From an optimization exercise on the open Yosys and OpenROAD flow, aimed at small area, a short achievable clock period and few clock cycles per item; shortcuts taken in it are not production practice. The RTL was checked by simulation tests, not by an equivalence proof against the original design.

### flow/design.v
module multiplier_unit #(
    parameter DATA_WIDTH = 32
) (
    input  wire                      clk,
    input  wire                      rst_n,
    input  wire                      req,
    input  wire [2:0]                funct3,
    input  wire                      funct7_bit5,
    output reg                       ready,
    output reg                       valid,
    input  wire [DATA_WIDTH-1:0]     operand_a,
    input  wire [DATA_WIDTH-1:0]     operand_b,
    output reg  [DATA_WIDTH-1:0]     result
);
    reg s_idle, s_mul, s_mul9, s_neg, s_div, s_fix, s_done;
    reg  [2:0]  op;
    reg  [5:0]  cnt;
    reg         asign;       
    reg         sub;         
    reg  [32:0] P_hi;        
    reg  [31:0] P_lo;        
    reg  [32:0] M;           
    reg c1_one, c1_two, c1_neg;      
    reg c2_one, c2_two, c2_neg;      
    reg c2_lo;                       
    wire f_div  = funct3[2];
    wire sa_mul = ~funct3[2] & ~(funct3[1] & funct3[0]);    
    wire sdv    = funct3[2] & ~funct3[0];                    
    wire sb     = (~funct3[2] & ~funct3[1]) | sdv;           
    wire neg_a  = sdv & operand_a[31];
    wire [36:0] Mx = {{4{M[32]}}, M};
    wire [36:0] A  = {{4{P_hi[32]}}, P_hi};
    wire [36:0] r1 = ({37{c1_one}} & Mx) | ({37{c1_two}} & {Mx[35:0], 1'b0});
    wire [36:0] r2 = ({37{c2_one}} & {Mx[34:0], 2'b0}) |
                     ({37{c2_two}} & {Mx[33:0], 3'b0}) |
                     ({37{c2_lo}}  & {5'b0, P_lo});
    wire [36:0] r1x = r1 ^ {37{c1_neg}};
    wire [36:0] r2x = r2 ^ {37{c2_neg}};
    wire [36:0] cs_s = A ^ r1x ^ r2x;
    wire [36:0] cs_c = {(A[35:0] & r1x[35:0]) | (A[35:0] & r2x[35:0]) | (r1x[35:0] & r2x[35:0]), c1_neg};
    wire [36:0] S = cs_s + cs_c + {36'b0, c2_neg};
    wire        nb    = M[32];
    wire        t_neg = S[32];                        
    wire [31:0] X8    = {P_hi[24:0], P_lo[31:25]};
    wire [32:0] cmp   = {1'b0, X8} + r1x[32:0] + {32'b0, c1_neg};    
    wire        skip  = sub & (cnt >= 6'd9) & (P_hi[32:25] == 8'd0) & cmp[32];
    wire        last  = ~skip & (cnt == 6'd1);
    wire bz     = (M[31:0] == 32'd0);
    wire fixdiv = (asign ^ nb) & ~bz & ~op[0];        
    function [2:0] booth;    
        input [2:0] w;
        begin
            booth[2] = w[1] ^ w[0];
            booth[1] = (w[2] & ~w[1] & ~w[0]) | (~w[2] & w[1] & w[0]);
            booth[0] = w[2];
        end
    endfunction
    wire [2:0] bn0_ld = booth({operand_a[1:0], 1'b0});
    wire [2:0] bn1_ld = booth(operand_a[3:1]);
    wire [2:0] bn0    = booth(P_lo[5:3]);
    wire [2:0] bn1    = booth(P_lo[7:5]);
    wire mul_end = s_mul & (cnt == 6'd1);
    wire go_mul9 = mul_end & ~asign & P_lo[3];
    wire mulh_end = mul_end & ~go_mul9 & (op[1:0] != 2'b00);
    wire div_end = s_div & last;
    wire rem_end = div_end & op[1];
    wire go_fix  = div_end & (op[1] ? (asign | t_neg) : fixdiv);
    wire ld     = s_idle | s_done;
    wire dv_one = s_div & ~skip;                  
    wire h_skip = s_div & skip;
    wire [32:0] hi_nx = ({33{s_mul}}               & S[36:4]) |
                        ({33{dv_one & ~last}}      & {S[31:0], P_lo[31]}) |
                        ({33{h_skip}}              & {P_hi[24:0], P_lo[31:24]});
    wire l_S = s_neg | s_fix | s_mul9 | rem_end;
    wire [31:0] lo_nx = ({32{ld}}                  & operand_a) |
                        ({32{s_mul & ~mulh_end}}   & {S[3:0], P_lo[31:4]}) |
                        ({32{mulh_end}}            & S[35:4]) |
                        ({32{l_S}}                 & S[31:0]) |
                        ({32{dv_one & ~rem_end}}   & {P_lo[30:0], ~t_neg}) |
                        ({32{h_skip}}              & {P_lo[23:0], 8'd0});
    wire [5:0] cnt_nx = ld ? (f_div ? 6'd33 : 6'd8) :
                        (cnt - (h_skip ? 6'd8 : {5'd0, s_mul | dv_one}));
    always @(posedge clk or negedge rst_n) begin
        if (!rst_n) begin
            s_idle <= 1'b1;
            s_mul  <= 1'b0;
            s_mul9 <= 1'b0;
            s_neg  <= 1'b0;
            s_div  <= 1'b0;
            s_fix  <= 1'b0;
            s_done <= 1'b0;
        end else begin
            s_idle <= (s_idle & ~req) | s_done;
            s_mul  <= (s_idle & req & ~f_div) | (s_mul & ~mul_end);
            s_mul9 <= go_mul9;
            s_neg  <= s_idle & req & neg_a;
            s_div  <= (s_idle & req & f_div & ~neg_a) | s_neg | (s_div & ~div_end);
            s_fix  <= go_fix;
            s_done <= (mul_end & ~go_mul9) | s_mul9 | (div_end & ~go_fix) | s_fix;
        end
    end
    always @(posedge clk) begin
        c1_one <= 1'b0; c1_two <= 1'b0; c1_neg <= 1'b0;
        c2_one <= 1'b0; c2_two <= 1'b0; c2_neg <= 1'b0;
        c2_lo  <= 1'b0;
        if (s_idle) begin
            if (f_div) begin
                c1_one <= ~neg_a;
                c1_neg <= ~(sb & operand_b[31]);
                c2_lo  <= neg_a;
                c2_neg <= neg_a;
            end else begin
                {c1_one, c1_two, c1_neg} <= bn0_ld;
                {c2_one, c2_two, c2_neg} <= bn1_ld;
            end
        end else if (s_mul) begin
            if (mul_end) begin
                c1_one <= go_mul9;
            end else begin
                {c1_one, c1_two, c1_neg} <= bn0;
                {c2_one, c2_two, c2_neg} <= bn1;
            end
        end else if (s_neg) begin
            c1_one <= 1'b1;
            c1_neg <= ~nb;
        end else if (s_div) begin
            if (~div_end) begin
                c1_one <= 1'b1;
                c1_neg <= (skip | ~t_neg) ^ nb;
            end else if (op[1]) begin
                c1_one <= t_neg;
                c1_neg <= t_neg & (asign ^ nb);
                c2_lo  <= 1'b1;
                c2_neg <= asign;
            end else begin
                c2_lo  <= 1'b1;
                c2_neg <= 1'b1;
            end
        end
        sub <= ~s_div | skip | ~t_neg;
        op     <= funct3;
        asign  <= (f_div ? sdv : sa_mul) & operand_a[31];
        M      <= {sb & operand_b[31], operand_b};
        cnt  <= cnt_nx;
        P_hi <= hi_nx;
        P_lo <= lo_nx;
    end
    always @(*) begin
        ready  = s_idle;
        valid  = s_done;
        result = P_lo;
    end
endmodule
### flow/flow/run.sh
#!/bin/bash
# The standard layout (the standard.sh, unchanged synthesis and SDC) with
# two changes to how the layout is optimised:
#  - repair_timing is asked to leave extra setup slack, so the layout is
#    optimised below the (loose) constraint period;
#  - every input and output port still gets a buffer, but a plain buf_2
#    instead of the delay buffer that buffer_ports would pick by default.
set -o pipefail
bash standard.sh SETUP_SLACK_MARGIN=10.5 \
    "BUFFER_PORTS_ARGS=-buffer_cell sky130_fd_sc_hd__buf_2" \
    finish > standard.log 2>&1
### flow/standard.sh
#!/bin/bash
# synth_recipe.tcl (not shown) runs the flow's synth.tcl, then flattens the netlist and writes it again
# the make line also repeats each setting of config.mk as NAME=value (left out here)
make -C /OpenROAD-flow-scripts/flow DESIGN_CONFIG=/design/flow/config.mk WORK_HOME=/design/flow/orfs CLKGATE_MAP_FILE= SYNTH_SCRIPT=/design/flow/synth_recipe.tcl "${@:-finish}"
### flow/constraint.sdc
create_clock -name core_clock -period 15.0 [get_ports {clk}]
set_input_delay 3.0000 -clock core_clock [delete_from_list [all_inputs] [get_ports {clk}]]
set_output_delay 3.0000 -clock core_clock [all_outputs]
set_load 0.01 [all_outputs]
### flow/config.mk
export PLATFORM = sky130hd
export DESIGN_NAME = multiplier_unit
export DESIGN_NICKNAME = multiplier_unit
export VERILOG_FILES = /design/flow/design.v
export SDC_FILE = /design/flow/constraint.sdc
export NUM_CORES = 4
export LEC_CHECK = 0
export CAP_MARGIN = 20
export CORE_MARGIN = 2
export CORE_UTILIZATION = 60
export CTS_BUF_LIST = sky130_fd_sc_hd__clkbuf_4 sky130_fd_sc_hd__clkbuf_8
export CTS_CLUSTER_DIAMETER = 100
export CTS_CLUSTER_SIZE = 40
export SLEW_MARGIN = 20
==> qor.yml, run 1 <==
timing:
  max_freq_mhz: 227
  period_needed_ns: 4.41
  tns_ns: 0
  tightestPinTransition_ns: 1.16
  slew_violations: 0
  period_share_pct: 29.4
  holdWs_ns: 0.497
  relSlewSlack_pct: 22.5
  rsz0062_at_grt: "no"
  hold_violations: 0
  skew_ns: 0.0166
  finalSetupViolations: 0
layout:
  finalNetCount: 1350
  n_antenna_cell: 0
  synthToLayoutAreaGrowth_pct: 15.1
  nFillCells: 1361
  drive_gt1_share_pct: 18.3
  fin_cells: 1401
synthesis:
  synth_top_area_share_pct: 24.0
  synth-edff-count: 0
  yosys_warnings: 1
  synth_ff_type: "dfxtp_1"
  synth_common_cells: "dfxtp_1 (115), nand2_1 (94), xnor2_1 (90)"
  yosysSeqAreaShare_pct: 25.9
  ys_seq_elements: 122
  yosysMostFrequentCell: "dfxtp_1"
  synth_area_leaders: "dfxtp_1 (24%), ha_1 (9.0%), xnor2_1 (8.2%), fa_1 (7.9%), a22oi_1 (6.3%)"
  synthCells: 1094
  synth_fp_nets: 1272
  synth_cell_types: 70
  synth.avg_cell_area_sq_um: 8.76
  synth_area_sq_mm: 0.00959
  yosysTopAreaCell: "dfxtp_1"
  async_flop_share_pct: 5.74
clocking:
  cts_tree: "done"
  numCtsBuffers: 17
  clk_path_buf_depth: 2
  cts-root-buf: "clkbuf_8"
  clkTransAtPathRegs_ns: 0.09
  clock-sinks: 122
  clkLatencyLatePin_ns: 0.46
  cts_hold_buffers: 0
  htree_levels: 4
route:
  post_drt_wl_per_cell_um: 26.4
  via_per_inst: 7.05
  vias: 9876
  ant_nets: 0
  postRouteWirelength_um: 37100
  drc: 0
  first_pass_iters: 10
  dr.first_iter.drc_count: 1645
global_routing:
  grt_pass1_wl_um: 55200
  use_met2_pct: 65.9
  antenna_found_initial: 0
  grt_usage_pct: 43.8
  grt-ovfl-total: 0
  grt_pass1_vias: 9422
  grt_start_max_net_pins: 44
  busiest_layer: "met2"
  use_met1_pct: 56.8
  grt_util_met3_pct: 13.0
worst_setup_path:
  endpoint_kind: "output pin"
  crit_path_max_incr_delay_ns: 0.75
  crit_required_ns: 12.00
  worstPathArrival_ns: 1.41
  cp_top_family: "flip-flops"
  critPathBufInv: 1
  worst-setup-path-type: "reg2out"
  path_cells: "buf_2"
  start_kind: "flop"
  crit_path_top_delay_cell: "dfstp_2"
  path_max_fanout: 19
placed_design:
  numPortBuffers: 103
  hpwl_um: 26700
  dp.cells: 1358
  gp_congestion: 0.967
floorplan:
  die_w_um: 130
  rows: 46
  die_area_sq_mm: 0.0170
  ioPinCount: 105
  die_y_um: 130
  core_sq_mm: 0.0158
  start_util_pct: 60.8
flow_run:
  max-cap-violations: 0
status:
  outcome: "timing/DRC/antenna clean"
worst_hold_path:
  hp-class: "reg2reg"
==> state kept, by name, indices dropped and copies added, names as in the netlist, 2 cells and up <==
register and flops:
M 33, P_hi 33, P_lo 32, cnt 6, op 2
==> layout by cell type (no fill, tap or decap), types with 8 or more instances in the layout <==
cell type / instances
nand2_1: 93
xnor2_1: 85
xor2_1: 11
ha_1: 68
o21ai_1: 10
nor2_1: 45
a22oi_1: 79
dfxtp_1: 111
a221o_1: 16
nand4_1: 15
fa_1: 37
a21oi_1: 51
buf_2: 103
nand3_1: 13
a22o_1: 12
clkbuf_8: 18
nand2b_1: 16
o211ai_1: 15
nor4_1: 8
buf_4: 17
a221oi_1: 17
o21ai_0: 57
inv_1: 43
a222oi_1: 35
nor3_1: 14
a21o_1: 25
nor2b_1: 11
==> final cells by class <==
cell class	count	area (sq um)	area share, %
Inverter	45	173	1.56
Tap cell	216	270	2.45
Timing Repair Buffer	126	772	7.00
Multi-Input combinational cell	860	6880	62.3
Clock inverter	14	208	1.88
Sequential cell	122	2490	22.6
Clock buffer	18	248	2.24
==> path summary, 6_finish.rpt <==
| path | from | end | slack [ns] | cells after the start |
|---|---|---|---|---|
| worst max-delay path | s_idle$_DFF_PN1_ | ready | 10.59 | 1 |
| max in group asynchronous | rst_n | s_idle$_DFF_PN1_ | 12.42 | 1 |
| worst min-delay path | cnt[2]$_SDFF_PN0_ | cnt[2]$_SDFF_PN0_ | 0.50 | 2 |
| min in group asynchronous | rst_n | s_mul9$_DFF_PN0_ | 2.35 | 1 |
| worst max register to register | c1_two$_DFF_P_ | cnt[5]$_DFF_P_ | 10.63 | 14 |
| worst min register to register | cnt[2]$_SDFF_PN0_ | cnt[2]$_SDFF_PN0_ | 0.50 | 2 |
==> worst register-to-register path, cell delays in order (launching register included) <==
cell      delay [ns]
dfxtp_4         0.53
buf_4           0.31
a22oi_1         0.15
xnor2_1         0.18
ha_1            0.32
nand4_1         0.28
nor4_4          0.50
o31ai_1         0.35
and4_1          0.39
nor4_4          0.32
inv_1           0.09
ha_1            0.33
a211oi_1        0.28
xnor2_1         0.17
a21oi_1         0.08
==> logic make-up (layout without fill, tap and decap cells) <==
logic type               Yosys count  in the layout  synth area share [%]
AO/OA/AOI/OAI                    389            389                  29.6
AND/OR/NAND/NOR                  257            257                  13.3
flip-flops                       122            122                  25.9
buffers and inverters            112            203                  4.54
adder cells (fa/ha/maj)          107            107                  16.9
XOR/XNOR                         107            107                  9.77
==> layer usage <==
layer | wire length, um | up-vias
met3 | 4750 | 184
li1 | - | 4285
met1 | 14200 | 4646
met2 | 15900 | 761
met5 | 0 | -
met4 | 2240 | 0
==> through the flow <==
stage	utilization [%]	setup WS [ns]	cell area, sq um
2_1_floorplan	-	10.97	9590
3_3_place_gp	64.7	9.83	10200
3_5_place_dp	64.7	9.80	10200
4_1_cts	68.7	10.53	10800
5_1_grt	70.0	10.47	11000
6_report	70.0	10.59	11000
==> timing repair <==
item                                    in CTS  in global routing
gates resized for setup                     26                 34
endpoints found under the setup margin      69                 50
setup buffers                                4                  5
endpoints found under the hold margin        0                  0
pin swaps                                    3                  8
gates cloned                                 1                  1
Testbench counts, summed over its fixed seeds: cycles 26,822, ops 2,400.
==> run 2, diff against run 1 <==
--- a/flow/flow/run.sh
+++ b/flow/flow/run.sh
@@ -5,3 +5,3 @@
 #    optimised below the (loose) constraint period;
-#  - every input and output port still gets a buffer, but a plain buf_2
+#  - every input and output port still gets a buffer, but a plain buf_1
 #    instead of the delay buffer that buffer_ports would pick by default.
@@ -9,3 +9,3 @@
 bash standard.sh SETUP_SLACK_MARGIN=10.5 \
-    "BUFFER_PORTS_ARGS=-buffer_cell sky130_fd_sc_hd__buf_2" \
+    "BUFFER_PORTS_ARGS=-buffer_cell sky130_fd_sc_hd__buf_1" \
     finish > standard.log 2>&1
--- a/flow/config.mk
+++ b/flow/config.mk
@@ -9,6 +9,5 @@
 export CORE_MARGIN = 2
-export CORE_UTILIZATION = 60
-export CTS_BUF_LIST = sky130_fd_sc_hd__clkbuf_4 sky130_fd_sc_hd__clkbuf_8
-export CTS_CLUSTER_DIAMETER = 100
-export CTS_CLUSTER_SIZE = 40
+export CORE_UTILIZATION = 65
+export CTS_BUF_LIST = sky130_fd_sc_hd__clkbuf_8
+export CTS_CLUSTER_SIZE = 30
 export SLEW_MARGIN = 20
==> qor.yml, run 2 <==
global_routing:
  grt-ovfl-total: 0  # unchanged
  grt_pass1_vias: 9411  # was 9422
  grt_usage_pct: 45.5  # was 43.8%
  grt_pass1_wl_um: 54900  # was 55200 um
  antenna_found_initial: 0  # unchanged
  grt_start_max_net_pins: 44  # unchanged
clocking:
  clk_path_buf_depth: 2  # unchanged
  clock-sinks: 122  # unchanged
  cts_tree: "done"  # unchanged
  clkLatencyLatePin_ns: 0.46  # about the same
  htree_levels: 4  # unchanged
  cts-root-buf: "clkbuf_8"  # unchanged
  cts_hold_buffers: 0  # unchanged
  clkTransAtPathRegs_ns: 0.08  # was 0.09 ns
  numCtsBuffers: 17  # unchanged
worst_setup_path:
  start_kind: "flop"  # unchanged
  endpoint_kind: "flop"  # was output pin
  worst-setup-path-type: "reg2reg"  # was reg2out
  worstPathArrival_ns: 4.80  # was 1.41 ns
  path_max_fanout: 19  # unchanged
  crit_required_ns: 15.35  # was 12.00 ns
timing:
  max_freq_mhz: 225  # was 227 MHz
  slew_violations: 0  # unchanged
  skew_ns: 0.0145  # was 0.0166 ns
  tightestPinTransition_ns: 1.09  # was 1.16 ns
  relSlewSlack_pct: 27.5  # was 22.5%
  period_needed_ns: 4.44  # was 4.41 ns
  finalSetupViolations: 0  # unchanged
  tns_ns: 0  # unchanged
  period_share_pct: 29.6  # was 29.4%
  holdWs_ns: 0.510  # was 0.497 ns
  rsz0062_at_grt: "no"  # unchanged
  hold_violations: 0  # unchanged
layout:
  drive_gt1_share_pct: 9.45  # was 18.3%
  layout_commonest_cell: "dfxtp_1"  # unchanged
  final_area_sq_mm: 0.0109  # was 0.0110 sq mm
  n_antenna_cell: 0  # unchanged
  reg_top3: "M (33), P_hi (33), P_lo (32)"  # unchanged
  layout_common_cells: "dfxtp_1 (112), buf_1 (103), nand2_1 (93)"  # was dfxtp_1 (111), buf_2 (103), nand2_1 (93)
  finalNetCount: 1350  # unchanged
  fin_cells: 1369  # was 1401
  synthToLayoutAreaGrowth_pct: 13.3  # was 15.1%
worst_hold_path:
  hp-class: "reg2reg"  # unchanged
synthesis:
  yosysTopAreaCell: "dfxtp_1"  # unchanged
  yosys_warnings: 1  # unchanged
  synth.avg_cell_area_sq_um: 8.76  # unchanged
  synth_common_cells: "dfxtp_1 (115), nand2_1 (94), xnor2_1 (90)"  # unchanged
  async_flop_share_pct: 5.74  # unchanged
  synth_top_area_share_pct: 24.0  # unchanged
  synth_area_leaders: "dfxtp_1 (24%), ha_1 (9.0%), xnor2_1 (8.2%), fa_1 (7.9%), a22oi_1 (6.3%)"  # unchanged
  synth_fp_nets: 1272  # unchanged
  synth_cell_types: 70  # unchanged
  yosysSeqAreaShare_pct: 25.9  # unchanged
  synth-edff-count: 0  # unchanged
  ys_seq_elements: 122  # unchanged
  synth_ff_type: "dfxtp_1"  # unchanged
  synth_area_sq_mm: 0.00959  # unchanged
  synthCells: 1094  # unchanged
  yosysMostFrequentCell: "dfxtp_1"  # unchanged
floorplan:
  start_util_pct: 66.2  # was 60.8%
  core_sq_mm: 0.0145  # was 0.0158 sq mm
  die_y_um: 125  # was 130 um
  die_area_sq_mm: 0.0157  # was 0.0170 sq mm
  rows: 44  # was 46
  die_w_um: 125  # was 130 um
  ioPinCount: 105  # unchanged
route:
  drc: 0  # unchanged
  post_drt_wl_per_cell_um: 26.5  # was 26.4 um
  dr.first_iter.drc_count: 1792  # was 1645
  ant_nets: 0  # unchanged
  first_pass_iters: 11  # was 10
  vias: 10000  # was 9876
  via_per_inst: 7.34  # was 7.05
  postRouteWirelength_um: 36300  # was 37100 um
flow_run:
  max-cap-violations: 0  # unchanged
placed_design:
  dpl_cell_area_sq_mm: 0.0100  # was 0.0102 sq mm
  gp_congestion: 1.00  # was 0.967
  dp.cells: 1325  # was 1358
  numPortBuffers: 103  # unchanged
  hpwl_um: 25600  # was 26700 um
status:
  outcome: "timing/DRC/antenna clean"  # unchanged
==> run 2: metrics by stage <==
stage | utilization, % | worst slack [ns]
after floorplan | - | 10.97
after global placement | 69.3 | 9.85
after detailed placement | 69.3 | 9.77
after CTS | 73.7 | 10.52
after global routing | 75.1 | 10.48
final | 75.1 | 10.56
==> run 2: timing repair <==
action / 4_1_cts / 5_1_grt
gates resized for setup: 25 / 35
setup buffers: 7 / 3
pin swaps: 4 / 10
setup endpoints to repair: 52 / 57
gates cloned: 2 / 0
==> run 2: cells by family after synthesis <==
kind of cell | share of synthesized area [%]
AND/OR/NAND/NOR | 13.3
XOR/XNOR | 9.77
flip-flops | 25.9
adder cells (fa/ha/maj) | 16.9
AO/OA/AOI/OAI | 29.6
buffers and inverters | 4.54
==> run 2: final cells by class <==
| cell class | instances | area (sq um) |
|---|---|---|
| multi-input cells | 860 | 6920 |
| fillers | 1137 | 3610 |
| flip-flops and latches | 122 | 2480 |
| repair buffers | 126 | 654 |
| clock buffers | 18 | 248 |
| well taps | 184 | 230 |
| inverters | 45 | 175 |
| clock inverters | 14 | 161 |
==> run 2: worst paths after layout <==
check | to | slack [ns] | start | cells past startpoint
worst max-delay path | P_lo[29]$_DFF_P_ | 10.56 | c2_one$_DFF_P_ | 14
worst min-delay path | s_done$_DFF_PN0_ | 0.51 | s_mul9$_DFF_PN0_ | 2
worst max register to register | P_lo[29]$_DFF_P_ | 10.56 | c2_one$_DFF_P_ | 14
worst min register to register | s_done$_DFF_PN0_ | 0.51 | s_mul9$_DFF_PN0_ | 2
max in group asynchronous | s_idle$_DFF_PN1_ | 12.27 | rst_n | 1
min in group asynchronous | s_neg$_DFF_PN0_ | 2.42 | rst_n | 1
==> run 2: routing by layer <==
layer / global-route usage (%) / vias up / share of wire [%]
met5: 0 / - / 0
met4: 22.5 / 0 / 6.8
met3: 14.7 / 227 / 14
met2: 68.9 / 873 / 42
met1: 58.6 / 4656 / 37
li1: - / 4290 / -
==> run 2: critical path, cell delays in order (launching register included) <==
cell,delay (ns)
dfxtp_2,0.45
buf_4,0.27
a222oi_1,0.44
xnor2_1,0.20
fa_1,0.45
ha_1,0.46
nand4_1,0.27
nor4_4,0.40
nand2_1,0.19
a21oi_4,0.26
o21ai_0,0.17
nand2b_1,0.10
a21oi_1,0.10
xnor2_2,0.22
a211o_1,0.33
==> run 3, diff against run 2 <==
--- a/flow/config.mk
+++ b/flow/config.mk
@@ -9,3 +9,3 @@
 export CORE_MARGIN = 2
-export CORE_UTILIZATION = 65
+export CORE_UTILIZATION = 60
 export CTS_BUF_LIST = sky130_fd_sc_hd__clkbuf_8
==> qor.yml, run 3 <==
worst_setup_path:
  cp_top_family: "compound AO/OA/AOI/OAI gates"  # unchanged
  r2r.worst_path.cells: 12  # was 14
  worstPathArrival_ns: 4.79  # was 4.80 ns
  endpoint_kind: "flop"  # unchanged
  r2r_start: "c2_one$_DFF_P_"  # unchanged
  r2r_slack_ns: 10.56  # about the same
  start_kind: "flop"  # unchanged
  crit_required_ns: 15.35  # about the same
  path_max_fanout: 20  # was 19
  path_cells: "a222oi_1 > xnor2_1 > fa_1 > ha_1 > a21oi_1 > o21ai_0 > a21oi_1 > o311ai_2 > o21a_1 > nor3_2 > a2bb2oi_1 > o31ai_1"  # was buf_4 > a222oi_1 > xnor2_1 > fa_1 > ha_1 > nand4_1 > nor4_4 > nand2_1 > a21oi_4 > o21ai_0 > nand2b_1 > a21oi_1 > xnor2_2 > a211o_1
  crit_path_max_incr_delay_ns: 0.55  # was 0.46 ns
  critPathBufInv: 0  # was 1
  worst-setup-path-type: "reg2reg"  # unchanged
  crit_path_top_delay_cell: "o21ai_0"  # was ha_1
  cpMostUsedCell: "a21oi_1"
  worstReg2RegEnd: "s_done$_DFF_PN0_"  # was P_lo[29]$_DFF_P_
global_routing:
  grt-ovfl-total: 0  # unchanged
  antenna_found_initial: 0  # unchanged
  grt_pass1_wl_um: 52800  # was 54900 um
  grt_usage_pct: 42.1  # was 45.5%
  grt_start_max_net_pins: 44  # unchanged
  grt_pass1_vias: 9014  # was 9411
layout:
  reg_top3: "M (33), P_hi (33), P_lo (32)"  # unchanged
  layout_commonest_cell: "dfxtp_1"  # unchanged
  drive_gt1_share_pct: 8.95  # was 9.45%
  n_antenna_cell: 0  # unchanged
  fin_util_pct: 68.4  # was 75.1%
  layout_common_cells: "dfxtp_1 (112), buf_1 (103), nand2_1 (93)"  # unchanged
  finalNetCount: 1349  # was 1350
  synthToLayoutAreaGrowth_pct: 12.4  # was 13.3%
  fin_cells: 1400  # was 1369
clocking:
  numCtsBuffers: 17  # unchanged
  clkTransAtPathRegs_ns: 0.08  # about the same
  clk_path_buf_depth: 2  # unchanged
  clkLatencyLatePin_ns: 0.46  # about the same
  clock-sinks: 122  # unchanged
  cts-root-buf: "clkbuf_8"  # unchanged
  cts_hold_buffers: 0  # unchanged
  cts_tree: "done"  # unchanged
  htree_levels: 4  # unchanged
floorplan:
  die_y_um: 130  # was 125 um
  die_area_sq_mm: 0.0170  # was 0.0157 sq mm
  start_util_pct: 60.8  # was 66.2%
  die_w_um: 130  # was 125 um
  ioPinCount: 105  # unchanged
  rows: 46  # was 44
  core_sq_mm: 0.0158  # was 0.0145 sq mm
synthesis:
  synth_fp_nets: 1272  # unchanged
  synth.avg_cell_area_sq_um: 8.76  # unchanged
  yosysSeqAreaShare_pct: 25.9  # unchanged
  ys_seq_elements: 122  # unchanged
  synth_top_area_share_pct: 24.0  # unchanged
  synth_ff_type: "dfxtp_1"  # unchanged
  synth_cell_types: 70  # unchanged
  yosysMostFrequentCell: "dfxtp_1"  # unchanged
  synthCells: 1094  # unchanged
  yosys_warnings: 1  # unchanged
  synth-edff-count: 0  # unchanged
  synth_common_cells: "dfxtp_1 (115), nand2_1 (94), xnor2_1 (90)"  # unchanged
  async_flop_share_pct: 5.74  # unchanged
  synth_area_sq_mm: 0.00959  # unchanged
  yosysTopAreaCell: "dfxtp_1"  # unchanged
  synth_area_leaders: "dfxtp_1 (24%), ha_1 (9.0%), xnor2_1 (8.2%), fa_1 (7.9%), a22oi_1 (6.3%)"  # unchanged
route:
  drc: 0  # unchanged
  postRouteWirelength_um: 35800  # was 36300 um
  via_per_inst: 6.96  # was 7.34
  post_drt_wl_per_cell_um: 25.6  # was 26.5 um
  vias: 9738  # was 10000
  first_pass_iters: 8  # was 11
  dr.first_iter.drc_count: 1477  # was 1792
  ant_nets: 0  # unchanged
worst_hold_path:
  hold_path_depth: 2  # unchanged
  hold_path_end: "cnt[2]$_SDFF_PN0_"  # was s_done$_DFF_PN0_
  min-delay-start: "cnt[2]$_SDFF_PN0_"  # was s_mul9$_DFF_PN0_
  hp-class: "reg2reg"  # unchanged
status:
  outcome: "timing/DRC/antenna clean"  # unchanged
timing:
  tns_ns: 0  # unchanged
  period_needed_ns: 4.44  # about the same
  hold_violations: 0  # unchanged
  finalSetupViolations: 0  # unchanged
  period_share_pct: 29.6  # about the same
  holdWs_ns: 0.508  # was 0.510 ns
  skew_ns: 0.0115  # was 0.0145 ns
  slew_violations: 0  # unchanged
  tightestPinTransition_ns: 1.05  # was 1.09 ns
  rsz0062_at_grt: "yes"  # was no
  max_freq_mhz: 225  # about the same
  relSlewSlack_pct: 29.5  # was 27.5%
placed_design:
  hpwl_um: 26500  # was 25600 um
  numPortBuffers: 103  # unchanged
  gp_congestion: 0.966  # was 1.00
  dp.cells: 1358  # was 1325
flow_run:
  max-cap-violations: 0  # unchanged
## run 3: how the worst max path moves through the flow
| stage | endpoint | cells past startpoint | startpoint |
|---|---|---|---|
| after floorplan | P_hi[24]$_DFF_P_ | 14 | c2_neg$_DFF_P_ |
| after global placement | P_lo[31]$_DFF_P_ | 14 | c2_one$_DFF_P_ |
| after detailed placement | P_lo[31]$_DFF_P_ | 14 | c2_one$_DFF_P_ |
| after CTS | P_lo[31]$_DFF_P_ | 14 | c2_one$_DFF_P_ |
| after global routing | P_hi[25]$_DFF_P_ | 18 | c1_one$_DFF_P_ |
| final | s_done$_DFF_PN0_ | 12 | c2_one$_DFF_P_ |
## run 3: cell type report
| class | count | area (sq um) |
|---|---|---|
| clock inverters | 14 | 138 |
| fillers | 1387 | 4990 |
| clock buffers | 18 | 248 |
| inverters | 45 | 169 |
| flip-flops and latches | 122 | 2480 |
| repair buffers | 125 | 613 |
| well taps | 216 | 270 |
| multi-input cells | 860 | 6860 |
## run 3: cell families (layout without fill, tap and decap cells)
group | after synthesis | in the layout | synth area share, %
compound gates | 389 | 389 | 29.6
xor+xnor | 107 | 107 | 9.77
fa+ha+maj | 107 | 107 | 16.9
buf+inv | 112 | 202 | 4.54
flops | 122 | 122 | 25.9
simple gates | 257 | 257 | 13.3
## run 3: layer usage
layer	wire length, um	global-route usage, %
met5	0	0
met4	2230	23.8
met3	4350	10.4
met2	15200	63.3
met1	14000	55.6
## run 3: what timing repair did
| action | 4_1_cts | 5_1_grt |
|---|---|---|
| gates resized for setup | 22 | 29 |
| setup buffers | 2 | 7 |
| cloned | 0 | 1 |
| endpoints found under the hold margin | 0 | 0 |
| endpoints found under the setup margin | 39 | 48 |
| pin swaps | 1 | 12 |
## run 3: worst reg2reg max path, cell delays in order, from the launching register on
cell	delay [ns]
dfxtp_2	0.47
a222oi_1	0.48
xnor2_1	0.20
fa_1	0.46
ha_1	0.47
a21oi_1	0.13
o21ai_0	0.55
a21oi_1	0.18
o311ai_2	0.53
o21a_1	0.32
nor3_2	0.09
a2bb2oi_1	0.18
o31ai_1	0.29
## run 3: stage by stage
step	setup WS [ns]	instance area [sq um]
after floorplan	10.97	9590
after global placement	10.0	10100
after detailed placement	9.98	10100
after CTS	10.51	10600
after global routing	10.47	10800
final	10.56	10800
==> run 4, diff against run 3 <==
--- a/flow/config.mk
+++ b/flow/config.mk
@@ -13 +13,2 @@
 export SLEW_MARGIN = 20
+export TNS_END_PERCENT = 20
==> qor.yml, run 4 <==
floorplan:
  die_w_um: 130  # unchanged
  die_y_um: 130  # unchanged
  ioPinCount: 105  # unchanged
  rows: 46  # unchanged
  start_util_pct: 60.8  # unchanged
  die_area_sq_mm: 0.0170  # unchanged
  core_sq_mm: 0.0158  # unchanged
route:
  via_per_inst: 6.97  # was 6.96
  postRouteWirelength_um: 35700  # was 35800 um
  first_pass_iters: 9  # was 8
  vias: 9740  # was 9738
  ant_nets: 0  # unchanged
  dr.first_iter.drc_count: 1505  # was 1477
  drc: 0  # unchanged
  post_drt_wl_per_cell_um: 25.6  # about the same
worst_setup_path:
  worst-setup-path-type: "reg2reg"  # unchanged
  endpoint_kind: "flop"  # unchanged
  worstPathArrival_ns: 4.78  # was 4.79 ns
  path_max_fanout: 20  # unchanged
  crit_required_ns: 15.36  # was 15.35 ns
  start_kind: "flop"  # unchanged
synthesis:
  synth_top_area_share_pct: 24.0  # unchanged
  synth_cell_types: 70  # unchanged
  synth_common_cells: "dfxtp_1 (115), nand2_1 (94), xnor2_1 (90)"  # unchanged
  async_flop_share_pct: 5.74  # unchanged
  yosysTopAreaCell: "dfxtp_1"  # unchanged
  synth-edff-count: 0  # unchanged
  ys_seq_elements: 122  # unchanged
  synth_ff_type: "dfxtp_1"  # unchanged
  synthCells: 1094  # unchanged
  synth_fp_nets: 1272  # unchanged
  yosysSeqAreaShare_pct: 25.9  # unchanged
  yosysMostFrequentCell: "dfxtp_1"  # unchanged
  synth_area_leaders: "dfxtp_1 (24%), ha_1 (9.0%), xnor2_1 (8.2%), fa_1 (7.9%), a22oi_1 (6.3%)"  # unchanged
  synth_area_sq_mm: 0.00959  # unchanged
  synth.avg_cell_area_sq_um: 8.76  # unchanged
  yosys_warnings: 1  # unchanged
global_routing:
  grt_pass1_wl_um: 52800  # about the same
  antenna_found_initial: 0  # unchanged
  grt-ovfl-total: 0  # unchanged
  grt_start_max_net_pins: 44  # unchanged
  grt_usage_pct: 42.1  # unchanged
  grt_pass1_vias: 9010  # was 9014
clocking:
  clkLatencyLatePin_ns: 0.47  # was 0.46 ns
  cts_hold_buffers: 0  # unchanged
  clkTransAtPathRegs_ns: 0.08  # about the same
  clock-sinks: 122  # unchanged
  cts_tree: "done"  # unchanged
  numCtsBuffers: 17  # unchanged
  htree_levels: 4  # unchanged
  cts-root-buf: "clkbuf_8"  # unchanged
  clk_path_buf_depth: 2  # unchanged
layout:
  finalNetCount: 1346  # was 1349
  synthToLayoutAreaGrowth_pct: 11.9  # was 12.4%
  layout_common_cells: "dfxtp_1 (112), buf_1 (103), nand2_1 (94)"  # was dfxtp_1 (112), buf_1 (103), nand2_1 (93)
  nFillCells: 1387  # unchanged
  reg_top3: "M (33), P_hi (33), P_lo (32)"  # unchanged
  n_antenna_cell: 0  # unchanged
  drive_gt1_share_pct: 8.38  # was 8.95%
  layout_commonest_cell: "dfxtp_1"  # unchanged
  fin_cells: 1397  # was 1400
placed_design:
  hpwl_um: 26500  # unchanged
  gp_congestion: 0.966  # unchanged
  dp.cells: 1358  # unchanged
  numPortBuffers: 103  # unchanged
  pre_cts_slack_ns: 9.98  # unchanged
timing:
  rsz0062_at_grt: "yes"  # unchanged
  period_share_pct: 29.4  # was 29.6%
  hold_violations: 0  # unchanged
  relSlewSlack_pct: 29.1  # was 29.5%
  tightestPinTransition_ns: 1.06  # was 1.05 ns
  period_needed_ns: 4.42  # was 4.44 ns
  fin_ws_ns: 10.58  # was 10.56 ns
  finalSetupViolations: 0  # unchanged
  max_freq_mhz: 226  # was 225 MHz
  skew_ns: 0.0123  # was 0.0115 ns
  tns_ns: 0  # unchanged
  slew_violations: 0  # unchanged
worst_hold_path:
  hp-class: "reg2reg"  # unchanged
status:
  outcome: "timing/DRC/antenna clean"  # unchanged
flow_run:
  max-cap-violations: 0  # unchanged
==> run 4: what timing repair did <==
| item | 4_1_cts | 5_1_grt |
|---|---|---|
| setup endpoints to repair | 39 | 53 |
| buffers inserted | 1 | 5 |
| gates resized for setup | 20 | 25 |
| cloned | 0 | 1 |
| pin swaps | 1 | 8 |
==> run 4: per-layer routing <==
| metal | up-vias | track usage (%) | part of all wire (%) |
|---|---|---|---|
| met5 | - | 0 | 0 |
| met4 | 0 | 23.8 | 5.8 |
| met3 | 153 | 10.4 | 12 |
| met2 | 726 | 63.4 | 43 |
| met1 | 4590 | 55.6 | 39 |
| li1 | 4271 | - | - |
==> run 4: per-stage QoR <==
step	cell area, sq um	hold slack [ns]	util, %
final	10700	0.508	68.0
after detailed placement	10100	0.490	63.9
after floorplan	9590	0.450	-
after CTS	10600	0.504	67.0
after global routing	10700	0.543	68.0
after global placement	10100	0.471	63.9
==> run 4: cell families (layout without fill, tap and decap cells) <==
family                   Yosys count  count (layout)  share of synthesized area [%]
AO/OA/AOI/OAI                    389             389                           29.6
AND/OR/NAND/NOR                  257             257                           13.3
flip-flops                       122             122                           25.9
buffers and inverters            112             199                           4.54
adder cells (fa/ha/maj)          107             107                           16.9
XOR/XNOR                         107             107                           9.77
==> run 4: cell type report <==
cell class | count | area, sq um | share of cell area, %
sequential | 122 | 2480 | 23.2
clock inverter | 14 | 138 | 1.28
clock buffer | 18 | 248 | 2.31
multi-input combinational | 860 | 6840 | 63.7
timing repair buffer | 122 | 583 | 5.43
tap | 216 | 270 | 2.52
inverter | 45 | 169 | 1.57
==> run 4: worst max-delay path: stages, from the launching register on <==
cell	delay [ns]
dfxtp_2	0.46
a222oi_1	0.46
xnor2_1	0.20
fa_1	0.46
ha_1	0.47
a21oi_1	0.13
o21ai_0	0.55
a21oi_1	0.17
o311ai_2	0.53
o21a_2	0.28
nor3_2	0.07
a2bb2oi_1	0.18
o31ai_1	0.32
==> run 4: worst paths after layout <==
check | from | to | slack, ns | depth (start not counted)
max | c2_one$_DFF_P_ | s_done$_DFF_PN0_ | 10.58 | 12
min | cnt[2]$_SDFF_PN0_ | cnt[2]$_SDFF_PN0_ | 0.51 | 2
max reg2reg | c2_one$_DFF_P_ | s_done$_DFF_PN0_ | 10.58 | 12
min reg2reg | cnt[2]$_SDFF_PN0_ | cnt[2]$_SDFF_PN0_ | 0.51 | 2
max in group asynchronous | rst_n | s_idle$_DFF_PN1_ | 12.25 | 1
min in group asynchronous | rst_n | s_done$_DFF_PN0_ | 2.42 | 1
==> run 5, diff against run 4 <==
--- a/flow/flow/run.sh
+++ b/flow/flow/run.sh
@@ -8,3 +8,3 @@
 set -o pipefail
-bash standard.sh SETUP_SLACK_MARGIN=10.5 \
+bash standard.sh SETUP_SLACK_MARGIN=10.65 \
     "BUFFER_PORTS_ARGS=-buffer_cell sky130_fd_sc_hd__buf_1" \
--- a/flow/config.mk
+++ b/flow/config.mk
@@ -13,2 +13,2 @@
 export SLEW_MARGIN = 20
-export TNS_END_PERCENT = 20
+export TNS_END_PERCENT = 5
==> qor.yml, run 5 <==
clocking:
  clkLatencyLatePin_ns: 0.47  # about the same
  clkTransAtPathRegs_ns: 0.08  # about the same
  clock-sinks: 122  # unchanged
  htree_levels: 4  # unchanged
  numCtsBuffers: 17  # unchanged
  cts-root-buf: "clkbuf_8"  # unchanged
  cts_hold_buffers: 0  # unchanged
  clk_path_buf_depth: 2  # unchanged
  cts_tree: "done"  # unchanged
synthesis:
  ys_seq_elements: 122  # unchanged
  synth_fp_nets: 1272  # unchanged
  yosysMostFrequentCell: "dfxtp_1"  # unchanged
  synthCells: 1094  # unchanged
  synth_common_cells: "dfxtp_1 (115), nand2_1 (94), xnor2_1 (90)"  # unchanged
  synth-edff-count: 0  # unchanged
  synth_area_sq_mm: 0.00959  # unchanged
  synth_area_leaders: "dfxtp_1 (24%), ha_1 (9.0%), xnor2_1 (8.2%), fa_1 (7.9%), a22oi_1 (6.3%)"  # unchanged
  synth_ff_type: "dfxtp_1"  # unchanged
  yosysTopAreaCell: "dfxtp_1"  # unchanged
  yosys_warnings: 1  # unchanged
  synth.avg_cell_area_sq_um: 8.76  # unchanged
  synth_cell_types: 70  # unchanged
  async_flop_share_pct: 5.74  # unchanged
  synth_top_area_share_pct: 24.0  # unchanged
  yosysSeqAreaShare_pct: 25.9  # unchanged
timing:
  finalSetupViolations: 0  # unchanged
  relSlewSlack_pct: 28.3  # was 29.1%
  period_share_pct: 28.9  # was 29.4%
  skew_ns: 0.0119  # was 0.0123 ns
  rsz0062_at_grt: "yes"  # unchanged
  period_needed_ns: 4.33  # was 4.42 ns
  slew_violations: 0  # unchanged
  max_freq_mhz: 231  # was 226 MHz
  tightestPinTransition_ns: 1.07  # was 1.06 ns
  fin_ws_ns: 10.67  # was 10.58 ns
  hold_violations: 0  # unchanged
  tns_ns: 0  # unchanged
worst_setup_path:
  path_cells: "buf_1"  # was a222oi_1 > xnor2_1 > fa_1 > ha_1 > a21oi_1 > o21ai_0 > a21oi_1 > o311ai_2 > o21a_2 > nor3_2 > a2bb2oi_1 > o31ai_1
  start_kind: "flop"  # unchanged
  cp_top_family: "flip-flops"  # was compound AO/OA/AOI/OAI gates
  path_max_fanout: 11  # was 20
  critPathBufInv: 1  # was 0
  endpoint_kind: "output pin"  # was flop
  crit_path_top_delay_cell: "dfxtp_1"  # was o21ai_0
  path_depth: 1  # was 12
  crit_required_ns: 12.00  # was 15.36 ns
  worst-setup-path-type: "reg2out"  # was reg2reg
  r2r.worst_path.cells: 14  # was 12
  worstPathArrival_ns: 1.33  # was 4.78 ns
  crit_path_max_incr_delay_ns: 0.67  # was 0.55 ns
  r2r_slack_ns: 10.72  # was 10.58 ns
layout:
  n_antenna_cell: 0  # unchanged
  layout_commonest_cell: "dfxtp_1"  # unchanged
  fin_cells: 1403  # was 1397
  synthToLayoutAreaGrowth_pct: 14.0  # was 11.9%
  nFillCells: 1363  # was 1387
  reg_top3: "M (33), P_hi (33), P_lo (32)"  # unchanged
  final_area_sq_mm: 0.0109  # was 0.0107 sq mm
  finalNetCount: 1352  # was 1346
  layout_common_cells: "dfxtp_1 (111), buf_1 (103), nand2_1 (92)"  # was dfxtp_1 (112), buf_1 (103), nand2_1 (94)
  fin_util_pct: 69.3  # was 68.0%
  drive_gt1_share_pct: 10.4  # was 8.38%
placed_design:
  numPortBuffers: 103  # unchanged
  dpl_cell_area_sq_mm: 0.0101  # unchanged
  pre_cts_slack_ns: 9.98  # unchanged
  hpwl_um: 26500  # unchanged
  dp.cells: 1358  # unchanged
  gp_congestion: 0.966  # unchanged
floorplan:
  die_y_um: 130  # unchanged
  rows: 46  # unchanged
  die_w_um: 130  # unchanged
  die_area_sq_mm: 0.0170  # unchanged
  core_sq_mm: 0.0158  # unchanged
  start_util_pct: 60.8  # unchanged
  ioPinCount: 105  # unchanged
global_routing:
  grt_pass1_wl_um: 53400  # was 52800 um
  antenna_found_initial: 0  # unchanged
  grt_start_max_net_pins: 44  # unchanged
  grt_usage_pct: 42.6  # was 42.1%
  grt-ovfl-total: 0  # unchanged
  grt_pass1_vias: 9072  # was 9010
worst_hold_path:
  hold_path_depth: 2  # unchanged
  hp-class: "reg2reg"  # unchanged
route:
  first_pass_iters: 10  # was 9
  vias: 9796  # was 9740
  ant_nets: 0  # unchanged
  via_per_inst: 6.98  # was 6.97
  drc: 0  # unchanged
  dr.first_iter.drc_count: 1682  # was 1505
  post_drt_wl_per_cell_um: 25.7  # was 25.6 um
  postRouteWirelength_um: 36000  # was 35700 um
status:
  outcome: "timing/DRC/antenna clean"  # unchanged
flow_run:
  max-cap-violations: 0  # unchanged
-- run 5: changes by cell type in the layout (fill, tap and decap cells not counted), moves of 2 or more --
cell / delta
buf_4: +4
fa_1: -2
a21oi_2: +3
nand2_1: -2
fa_2: +2
a21oi_1: -3
xor2_1: -2
xor2_2: +2
nand2_2: +2
-- run 5: path summary, 6_finish.rpt --
| path | startpoint | to |
|---|---|---|
| max | P_lo[5]$_DFF_P_ | result[5] |
| min | cnt[2]$_SDFF_PN0_ | cnt[2]$_SDFF_PN0_ |
| max reg2reg | P_lo[4]$_DFF_P_ | P_hi[24]$_DFF_P_ |
| min reg2reg | cnt[2]$_SDFF_PN0_ | cnt[2]$_SDFF_PN0_ |
| max in group asynchronous | rst_n | s_idle$_DFF_PN1_ |
| min in group asynchronous | rst_n | s_neg$_DFF_PN0_ |
-- run 5: layout make-up --
cell class / instances / area, sq um / share of cell area, %
Clock buffer: 18 / 248 / 2.27
Clock inverter: 14 / 138 / 1.26
Inverter: 45 / 169 / 1.55
Multi-Input combinational cell: 860 / 6950 / 63.6
Sequential cell: 122 / 2490 / 22.8
Tap cell: 216 / 270 / 2.47
Timing Repair Buffer: 128 / 664 / 6.08
-- run 5: cell families after synthesis --
kind of cell               synth area share, %
DFF                                       25.9
AOI/OAI and AO/OA                         29.6
and+or+nand+nor                           13.3
adders and majority gates                 16.9
xor gates and xnor gates                  9.77
buffers and inverters                     4.54
-- run 5: metal layers --
metal / GRT usage (%) / part of all wire, %
met1: 55.6 / 38
met2: 64.8 / 43
met3: 11.4 / 13
met4: 23.0 / 5.7
met5: 0 / 0
-- run 5: metrics by stage --
stage / hold WS, ns
floorplan: 0.450
global placement: 0.471
detailed placement: 0.490
CTS: 0.504
global route: 0.543
finish: 0.506
-- run 5: repair_timing --
| action | in CTS | in global routing |
|---|---|---|
| gates cloned | 1 | 1 |
| buffers inserted | 4 | 7 |
| pin swaps | 6 | 17 |
| endpoints found under the setup margin | 51 | 47 |
| endpoints found under the hold margin | 0 | 0 |
| resized for setup | 35 | 39 |
==> run 6, diff against run 5 <==
--- a/flow/flow/run.sh
+++ b/flow/flow/run.sh
@@ -8,3 +8,3 @@
 set -o pipefail
-bash standard.sh SETUP_SLACK_MARGIN=10.65 \
+bash standard.sh SETUP_SLACK_MARGIN=10.8 \
     "BUFFER_PORTS_ARGS=-buffer_cell sky130_fd_sc_hd__buf_1" \
==> qor.yml, run 6 <==
status:
  outcome: "timing/DRC/antenna clean"  # unchanged
layout:
  final_area_sq_mm: 0.0111  # was 0.0109 sq mm
  nFillCells: 1340  # was 1363
  n_antenna_cell: 0  # unchanged
  layout_common_cells: "dfxtp_1 (110), buf_1 (103), nand2_1 (91)"  # was dfxtp_1 (111), buf_1 (103), nand2_1 (92)
  synthToLayoutAreaGrowth_pct: 15.6  # was 14.0%
  layout_commonest_cell: "dfxtp_1"  # unchanged
  multi_input_area_sq_mm: 0.00707  # was 0.00695 sq mm
  reg_top3: "M (33), P_hi (33), P_lo (32)"  # unchanged
  regArea_sq_mm: 0.00249  # about the same
  drive_gt1_share_pct: 12.0  # was 10.4%
  finalNetCount: 1356  # was 1352
timing:
  period_share_pct: 28.8  # was 28.9%
  rsz0062_at_grt: "yes"  # unchanged
  period_needed_ns: 4.33  # about the same
  fin_ws_ns: 10.67  # about the same
  slew_violations: 0  # unchanged
  tightestPinTransition_ns: 1.08  # was 1.07 ns
  max_freq_mhz: 231  # about the same
  skew_ns: 0.0132  # was 0.0119 ns
  relSlewSlack_pct: 27.2  # was 28.3%
  finalSetupViolations: 0  # unchanged
  tns_ns: 0  # unchanged
  hold_violations: 0  # unchanged
clocking:
  clk_path_buf_depth: 2  # unchanged
  numCtsBuffers: 17  # unchanged
  cts-root-buf: "clkbuf_8"  # unchanged
  clkLatencyLatePin_ns: 0.48  # was 0.47 ns
  cts_tree: "done"  # unchanged
  clock-sinks: 122  # unchanged
  htree_levels: 4  # unchanged
  clkTransAtPathRegs_ns: 0.08  # about the same
worst_hold_path:
  min-delay-start: "cnt[2]$_SDFF_PN0_"  # unchanged
  hold_path_depth: 2  # unchanged
  hp-class: "reg2reg"  # unchanged
  hold_path_end: "cnt[2]$_SDFF_PN0_"  # unchanged
floorplan:
  core_sq_mm: 0.0158  # unchanged
  start_util_pct: 60.8  # unchanged
  die_y_um: 130  # unchanged
  rows: 46  # unchanged
  ioPinCount: 105  # unchanged
  die_w_um: 130  # unchanged
  die_area_sq_mm: 0.0170  # unchanged
synthesis:
  synth_area_sq_mm: 0.00959  # unchanged
  synth_cell_types: 70  # unchanged
  synth_common_cells: "dfxtp_1 (115), nand2_1 (94), xnor2_1 (90)"  # unchanged
  synth_area_leaders: "dfxtp_1 (24%), ha_1 (9.0%), xnor2_1 (8.2%), fa_1 (7.9%), a22oi_1 (6.3%)"  # unchanged
  yosys_warnings: 1  # unchanged
  synth.avg_cell_area_sq_um: 8.76  # unchanged
  ys_seq_elements: 122  # unchanged
  synth_top_area_share_pct: 24.0  # unchanged
  yosysTopAreaCell: "dfxtp_1"  # unchanged
  synthCells: 1094  # unchanged
  yosysMostFrequentCell: "dfxtp_1"  # unchanged
  synth_fp_nets: 1272  # unchanged
  synth-edff-count: 0  # unchanged
  synth_ff_type: "dfxtp_1"  # unchanged
  async_flop_share_pct: 5.74  # unchanged
  yosysSeqAreaShare_pct: 25.9  # unchanged
placed_design:
  hpwl_um: 26500  # unchanged
  numPortBuffers: 103  # unchanged
  pre_cts_slack_ns: 9.98  # unchanged
  gp_congestion: 0.966  # unchanged
  dpl_cell_area_sq_mm: 0.0101  # unchanged
flow_run:
  max-cap-violations: 0  # unchanged
worst_setup_path:
  r2r_slack_ns: 10.80  # was 10.72 ns
  start_kind: "flop"  # unchanged
  crit_path_max_incr_delay_ns: 0.65  # was 0.67 ns
  r2r_start: "c2_one$_DFF_P_"  # was P_lo[4]$_DFF_P_
  path_cells: "buf_1"  # unchanged
  worst-setup-path-type: "reg2out"  # unchanged
  crit_required_ns: 12.00  # about the same
  crit_path_top_delay_cell: "dfxtp_1"  # unchanged
  path_max_fanout: 6  # was 11
  worstPathArrival_ns: 1.33  # about the same
  cp_top_family: "flip-flops"  # unchanged
  r2r.worst_path.cells: 14  # unchanged
  critPathBufInv: 1  # unchanged
  endpoint_kind: "output pin"  # unchanged
  worstReg2RegEnd: "P_lo[29]$_DFF_P_"  # was P_hi[24]$_DFF_P_
route:
  ant_nets: 0  # unchanged
  first_pass_iters: 9  # was 10
  vias: 9857  # was 9796
  via_per_inst: 7.01  # was 6.98
  drc: 0  # unchanged
  post_drt_wl_per_cell_um: 25.9  # was 25.7 um
  dr.first_iter.drc_count: 1623  # was 1682
  postRouteWirelength_um: 36400  # was 36000 um
global_routing:
  grt_usage_pct: 42.7  # was 42.6%
  grt_pass1_vias: 9164  # was 9072
  grt-ovfl-total: 0  # unchanged
  grt_start_max_net_pins: 44  # unchanged
  grt_pass1_wl_um: 53600  # was 53400 um
  antenna_found_initial: 0  # unchanged
-- run 6: cell counts after synthesis --
No cell type changed its count.
-- run 6: how the worst max path moves through the flow --
stage / startpoint / to / slack, ns / cells past startpoint
floorplan: c2_neg$_DFF_P_ / P_hi[24]$_DFF_P_ / 10.97 / 14
global placement: c2_one$_DFF_P_ / P_lo[31]$_DFF_P_ / 10.0 / 14
detailed placement: c2_one$_DFF_P_ / P_lo[31]$_DFF_P_ / 9.98 / 14
CTS: c1_one$_DFF_P_ / s_done$_DFF_PN0_ / 10.64 / 16
global route: c2_one$_DFF_P_ / P_lo[24]$_DFF_P_ / 10.65 / 14
finish: P_lo[28]$_DFF_P_ / result[28] / 10.67 / 1
-- run 6: kinds of logic (layout without fill, tap and decap cells) --
family | after synthesis | count (layout) | synth area share [%]
xor+xnor | 107 | 107 | 9.77
compound gates | 389 | 389 | 29.6
buf+inv | 112 | 209 | 4.54
simple gates | 257 | 257 | 13.3
fa+ha+maj | 107 | 107 | 16.9
flops | 122 | 122 | 25.9
-- run 6: stage by stage --
stage               hold WS, ns  cells  util [%]
finish                    0.505   1407      70.3
global route              0.543   1407      70.3
CTS                       0.504   1397      68.0
detailed placement        0.490   1358      63.9
global placement          0.471   1358      63.9
floorplan                 0.450   1094         -
-- run 6: layer usage --
| metal | vias up | GRT usage [%] | wire length (um) |
|---|---|---|---|
| met3 | 183 | 12.0 | 4690 |
| met1 | 4595 | 55.0 | 13900 |
| met2 | 779 | 65.2 | 15700 |
| li1 | 4300 | - | - |
| met4 | 0 | 23.3 | 2200 |
| met5 | - | 0 | 0 |
-- run 6: area by class of cell --
type                       instances  area share, %
timing repair buffer             132           6.31
multi-input combinational        860           63.8
clock inverter                    14           1.24
clock buffer                      18           2.24
inverter                          45           1.52
sequential                       122           22.5
tap                              216           2.44
-- run 6: timing repair --
| action | in CTS | in global routing |
|---|---|---|
| setup endpoints to repair | 69 | 75 |
| hold buffers | 0 | 0 |
| pin swaps | 9 | 29 |
| cloned | 1 | 1 |
| resized for setup | 42 | 57 |
| hold endpoints to repair | 0 | 0 |
| setup buffers | 6 | 9 |

[static timing again, ports no longer ideal]
The flow's constraints put no driver on any port. The routed layouts listed below were extracted and timed again, unchanged, in two steps. Step 1 sets driving cells, clkbuf_16 on the clock port and buf_2 on the other inputs (assumed; they add their load-dependent delay and slew). Step 2 also shifts input and output timing later by t, the mid clock arrival at the registers, as if the neighbouring blocks saw the same clock. Three values: no drivers, after step 1, after step 2; two values: the first two.
| run | shift t [ns] | setup slack, ns | hold slack, ns | latest minus earliest clock arrival (ns) | worst slew at a driven data input, ns |
|---|---|---|---|---|---|
| run 1 | 0.498 | 10.589 / 10.544 / 10.627 | 0.497 / 0.497 / 0.497 | 0.016 / 0.017 | 0.04 |
| run 2 | 0.499 | 10.557 / 10.557 / 10.557 | 0.510 / 0.510 / 0.510 | 0.014 / 0.015 | 0.05 |
| run 3 | 0.499 | 10.556 / 10.556 / 10.556 | 0.508 / 0.508 / 0.508 | 0.011 / 0.011 | 0.04 |
| run 4 | 0.503 | 10.583 / 10.571 / 10.583 | 0.508 / 0.508 / 0.508 | 0.012 / 0.012 | 0.04 |
| run 5 | 0.502 | 10.667 / 10.626 / 10.723 | 0.506 / 0.506 / 0.506 | 0.012 / 0.012 | 0.04 |
| run 6 | 0.512 | 10.675 / 10.631 / 10.748 | 0.505 / 0.505 / 0.505 | 0.013 / 0.013 | 0.04 |
After both steps setup and hold are still met in every run listed.
